Background: an optimization exercise with open tools, aiming at small area. Do not read the settings as production practice.
The RTL was checked by simulation tests, not by an equivalence proof against the original design.
Power is estimated from default activity; no workload was simulated.

## job 6195
==> flow/design.v <==
module FrequencyDetector(MAX10_CLK1_50, KEY, HEX0, HEX1, HEX2, HEX3, HEX4, HEX5, LEDR, SW, GPIO);
	input MAX10_CLK1_50;
	input [1:0] KEY;
	output [6:0] HEX0, HEX1, HEX2, HEX3, HEX4, HEX5;
	output [9:0] LEDR;
	input [9:0] SW;
	input [34:0] GPIO;
	wire clk = MAX10_CLK1_50;
	wire rst = SW[1];
	wire sig = SW[0] ? KEY[1] : ~GPIO[0];
	reg ef, eb, ep;
	reg [25:0] cnt, P, W;
	reg pz, wz;
	wire wrap = ((cnt & 26'd50000001) == 26'd50000001);
	wire clr = rst | ep | wrap;
	wire [26:0] ci;			 
	wire [25:0] cnt_nx;		 
	assign ci[0] = 1'b1;
	genvar i;
	generate
		for (i = 0; i < 26; i = i + 1) begin : inc
			assign cnt_nx[i] = ~clr & (cnt[i] ^ ci[i]);
			assign ci[i + 1] = cnt[i] & ci[i];
		end
	endgenerate
	wire ldp = ~rst & ~ef & eb;
	wire ldw = ~rst & ef & ~eb;
	always @(posedge clk) begin
		cnt <= cnt_nx;
		if (~rst) begin
			ef <= sig;
			eb <= ef;
			ep <= ~ef & eb;
		end
		if (ldp) P <= cnt;
		if (ldw) W <= cnt_nx;
		if (rst | ldp) pz <= rst;
		if (rst | ldw) wz <= rst;
	end
	reg [5:0] st;			 
	always @(posedge clk) st <= st + 6'd1;
	wire ph = st[5];
	wire [4:0] t = st[4:0];
	wire first = (t == 5'd0);
	wire pnz = ~pz & (|P);
	wire mhz = pnz & (P <= 26'd50);
	wire khz = ~pz & (P > 26'd50) & (P <= 26'd50000);
	wire hz = ~mhz & ~khz;
	wire [31:0] N = mhz ? 32'd50 : khz ? 32'd50000 : 32'd50000000;
	wire nbit = N[~t];
	wire wb = (t >= 5'd2 && t <= 5'd27) ? (W[t - 5'd2] & ~wz) : 1'b0;
	reg [3:0] dl;
	reg [1:0] cy;
	wire [2:0] xs = wb + dl[2] + dl[3] + (first ? 2'd0 : cy);
	always @(posedge clk) begin
		dl <= {dl[2:0], wb};
		cy <= xs[2:1];
	end
	reg [31:0] ring;
	always @(posedge clk) ring <= {ph ? ring[0] : xs[0], ring[31:1]};
	wire [15:0] odd = {ring[31], ring[29], ring[27], ring[25], ring[23], ring[21], ring[19], ring[17],
	                   ring[15], ring[13], ring[11], ring[9], ring[7], ring[5], ring[3], ring[1]};
	wire rbit = odd[~t[3:0]];
	wire x = ph ? rbit : nbit;
	reg [25:0] R;
	wire [26:0] T = {(first ? 26'd0 : R), x};
	wire [27:0] b;			 
	wire [26:0] D;
	assign b[0] = 1'b0;
	generate
		for (i = 0; i < 27; i = i + 1) begin : sub
			wire p = (i < 26) ? P[i] : 1'b0;
			assign D[i] = T[i] ^ p ^ b[i];
			assign b[i + 1] = (~T[i] & p) | (~(T[i] ^ p) & b[i]);
		end
	endgenerate
	wire ge = ~b[27] & pnz;
	always @(posedge clk) R <= ge ? D[25:0] : T[25:0];
	wire q = ge & ~(ph & (t < 5'd5));	 
	reg [3:0] r1, r2, h;
	wire g1, g2;
	wire [2:0] m1, m2;
	stage10 s1(.r(r1), .clr(first), .g(g1), .m(m1));
	stage10 s2(.r(r2), .clr(first), .g(g2), .m(m2));
	always @(posedge clk) begin
		r1 <= {m1, q};
		r2 <= {m2, g1};
		h <= {h[2:0], g2};
	end
	reg [3:0] d0, d1, d2, d3, d4, d5;
	reg [2:0] led;
	always @(posedge clk) led <= {hz & ~rst, khz, mhz};
	always @(posedge clk) begin
		if (first) begin
			if (ph) begin
				d5 <= r1;
				d4 <= r2;
				d3 <= h;
			end else begin
				d2 <= r1;
				d1 <= r2;
				d0 <= h;
			end
		end
	end
	function [6:0] seg;
		input [3:0] d;
		seg = (d == 4'd0) ? 7'b1000000 :
		      (d == 4'd1) ? 7'b1111001 :
		      (d == 4'd2) ? 7'b0100100 :
		      (d == 4'd3) ? 7'b0110000 :
		      (d == 4'd4) ? 7'b0011001 :
		      (d == 4'd5) ? 7'b0010010 :
		      (d == 4'd6) ? 7'b0000010 :
		      (d == 4'd7) ? 7'b1111000 :
		      (d == 4'd8) ? 7'b0000000 :
		      (d == 4'd9) ? 7'b0011000 : 7'b1111110;
	endfunction
	function [6:0] segd;
		input [3:0] d;
		reg A, B, C, D;
		begin
			{A, B, C, D} = d;
			segd[0] = (~A & ~B & ~C & D) | (B & ~C & ~D);
			segd[1] = B & (C ^ D);
			segd[2] = ~B & C & ~D;
			segd[3] = (~B & ~C & D) | (B & ~C & ~D) | (B & C & D);
			segd[4] = D | (B & ~C);
			segd[5] = (~A & ~B & D) | (~B & C) | (C & D);
			segd[6] = (~A & ~B & ~C) | (B & C & D);
		end
	endfunction
	function [6:0] segm;
		input [3:0] r;
		reg c2, c1, c0, b;
		begin
			{c2, c1, c0, b} = r;
			segm[0] = (~c1 & b) | (c2 & c0 & ~b);
			segm[1] = (~c2 & ~c0 & ~b) | (c2 & c0 & b);
			segm[2] = ~c2 & c1 & c0 & ~b;
			segm[3] = (~c0 & b) | (~c1 & b) | (c2 & c0 & ~b);
			segm[4] = b | (c2 & c0);
			segm[5] = (~c2 & b) | (~c2 & c1 & c0);
			segm[6] = ~c1 | (~c2 & ~c0 & b);
		end
	endfunction
	assign HEX0 = segm(d2);
	assign HEX1 = segm(d1);
	assign HEX2 = seg(d0);
	assign HEX3 = segm(d5);
	assign HEX4 = segm(d4);
	assign HEX5 = segd(d3);
	assign LEDR = {7'b0000000, led};
endmodule
module stage10(r, clr, g, m);
	input [3:0] r;
	input clr;
	output g;
	output [2:0] m;
	wire c2 = r[3], c1 = r[2], c0 = r[1], b = r[0];
	assign g = ~clr & (~c0 | (c2 & b));
	assign m[2] = ~clr & ((~c0 & b) | (c1 & c0 & ~b));
	assign m[1] = ~clr & (~c0 | (c1 & ~b) | (~c2 & b));
	assign m[0] = clr | ~c1 | (~c2 & ~b) | (~c2 & ~c0) | (c2 & c0 & b);
endmodule
Settings: LEC_CHECK=0, CAP_MARGIN=20, CORE_MARGIN=2, CORE_UTILIZATION=40, SLEW_MARGIN=20; clock period 115.0 ns.
standard.sh (not shown) runs the stock make flow with config.mk's settings and CLKGATE_MAP_FILE= SYNTH_SCRIPT=/design/flow/synth_recipe.tcl, a recipe that flattens the netlist after the stock synthesis.
==> flow/flow/run.sh <==
#!/bin/bash
# The standard ORFS layout (standard.sh), with two changes made through
# ORFS's own variables: the port buffers use the smallest buffer cell, and
# clock tree synthesis uses clkbuf_8 and inserts no dummy loads.
# make's full output goes to make_flow.log; ORFS keeps each step's log
# under orfs/logs/.
set -euo pipefail
export BUFFER_PORTS_ARGS="-buffer_cell sky130_fd_sc_hd__buf_1"
export CTS_ARGS="-sink_clustering_enable -repair_clock_nets -dont_use_dummy_load -buf_list {sky130_fd_sc_hd__clkbuf_8}"
bash standard.sh > make_flow.log 2>&1
For job 3371, these inputs were changed with respect to job 6195:
diff --git a/flow/design.v b/flow/design.v
--- a/flow/design.v
+++ b/flow/design.v
@@ -7,51 +7,50 @@
 	input [34:0] GPIO;
 	wire clk = MAX10_CLK1_50;
 	wire rst = SW[1];
 	wire sig = SW[0] ? KEY[1] : ~GPIO[0];
 	reg ef, eb, ep;
 	reg [25:0] cnt, P, W;
-	reg pz, wz;
+	reg rq;			 
 	wire wrap = ((cnt & 26'd50000001) == 26'd50000001);
 	wire clr = rst | ep | wrap;
 	wire [26:0] ci;			 
 	wire [25:0] cnt_nx;		 
 	assign ci[0] = 1'b1;
 	genvar i;
 	generate
 		for (i = 0; i < 26; i = i + 1) begin : inc
 			assign cnt_nx[i] = ~clr & (cnt[i] ^ ci[i]);
 			assign ci[i + 1] = cnt[i] & ci[i];
 		end
 	endgenerate
-	wire ldp = ~rst & ~ef & eb;
-	wire ldw = ~rst & ef & ~eb;
+	wire ldp = rst | rq | (~ef & eb);
+	wire ldw = rst | (ef & ~eb);
 	always @(posedge clk) begin
 		cnt <= cnt_nx;
+		rq <= rst;
 		if (~rst) begin
 			ef <= sig;
 			eb <= ef;
 			ep <= ~ef & eb;
 		end
 		if (ldp) P <= cnt;
 		if (ldw) W <= cnt_nx;
-		if (rst | ldp) pz <= rst;
-		if (rst | ldw) wz <= rst;
 	end
 	reg [5:0] st;			 
 	always @(posedge clk) st <= st + 6'd1;
 	wire ph = st[5];
 	wire [4:0] t = st[4:0];
 	wire first = (t == 5'd0);
-	wire pnz = ~pz & (|P);
+	wire pnz = |P;
 	wire mhz = pnz & (P <= 26'd50);
-	wire khz = ~pz & (P > 26'd50) & (P <= 26'd50000);
+	wire khz = (P > 26'd50) & (P <= 26'd50000);
 	wire hz = ~mhz & ~khz;
 	wire [31:0] N = mhz ? 32'd50 : khz ? 32'd50000 : 32'd50000000;
 	wire nbit = N[~t];
-	wire wb = (t >= 5'd2 && t <= 5'd27) ? (W[t - 5'd2] & ~wz) : 1'b0;
+	wire wb = (t >= 5'd2 && t <= 5'd27) ? W[t - 5'd2] : 1'b0;
 	reg [3:0] dl;
 	reg [1:0] cy;
 	wire [2:0] xs = wb + dl[2] + dl[3] + (first ? 2'd0 : cy);
 	always @(posedge clk) begin
 		dl <= {dl[2:0], wb};
 		cy <= xs[2:1];
Results
Between job 6195 and job 3371, the proportion of total power due to net switching is lower for job 6195.
Looking at main combinational cell family by area after synthesis, the simple AND/OR/NAND/NOR gates result is from job 3371; the adder cells one comes from job 6195.
Diff job 6195 and job 3371: number of enable-type register cells in the synthesized netlist higher in job 6195
For maximum clock frequency, job 6195 and job 3371 come out practically identical.
[job 3371] number of placed instances with taps included rose 1.2% relative to job 6195
Status: final worst-path cycle share parity (job 6195, job 3371)
Job 3371 vs. job 6195: final cell count went up by 11.
In the reports for job 6195 and job 3371, the larger post-route cell area belongs to job 6195.
Min combinational share of power across job 6195 and job 3371: job 6195
Sort job 6195 and job 3371 by post-route total power asc -> top: job 6195
Relative area of non-clock buffer cells in the final design essentially unchanged between job 6195 and job 3371.
In job 3371 the reported sequential group power turned out 3.6% higher than in job 6195.
The lower proportion of synthesized area in mux cells came out of job 3371.

-- afterwards: timing with drivers on the ports --
Ports are ideal in the flow. The routed layouts listed here were re-timed in OpenROAD. Step 1 (the two cells are an assumption about what drives the block):
set clk [get_ports {MAX10_CLK1_50}]
set_driving_cell -lib_cell sky130_fd_sc_hd__clkbuf_16 $clk
set_driving_cell -lib_cell sky130_fd_sc_hd__buf_2 [delete_from_list [all_inputs] $clk]
Step 2 also shifts input and output timing later by t, the mid clock arrival at the registers, as if the neighbouring blocks saw the same clock. Three values: ideal, step 1, step 2; two values: the first two.
| run | t, ns | slack for setup (ns) | worst data-port slew with drivers (ns) | cell pins on the clock port's net |
|---|---|---|---|---|
| job 6195 | 0.472 | 90.354 / 90.320 / 90.394 | 0.03 | 1 |
| job 3371 | 0.471 | 90.348 / 90.311 / 90.360 | 0.03 | 1 |
After both steps every run listed still meets setup and hold.
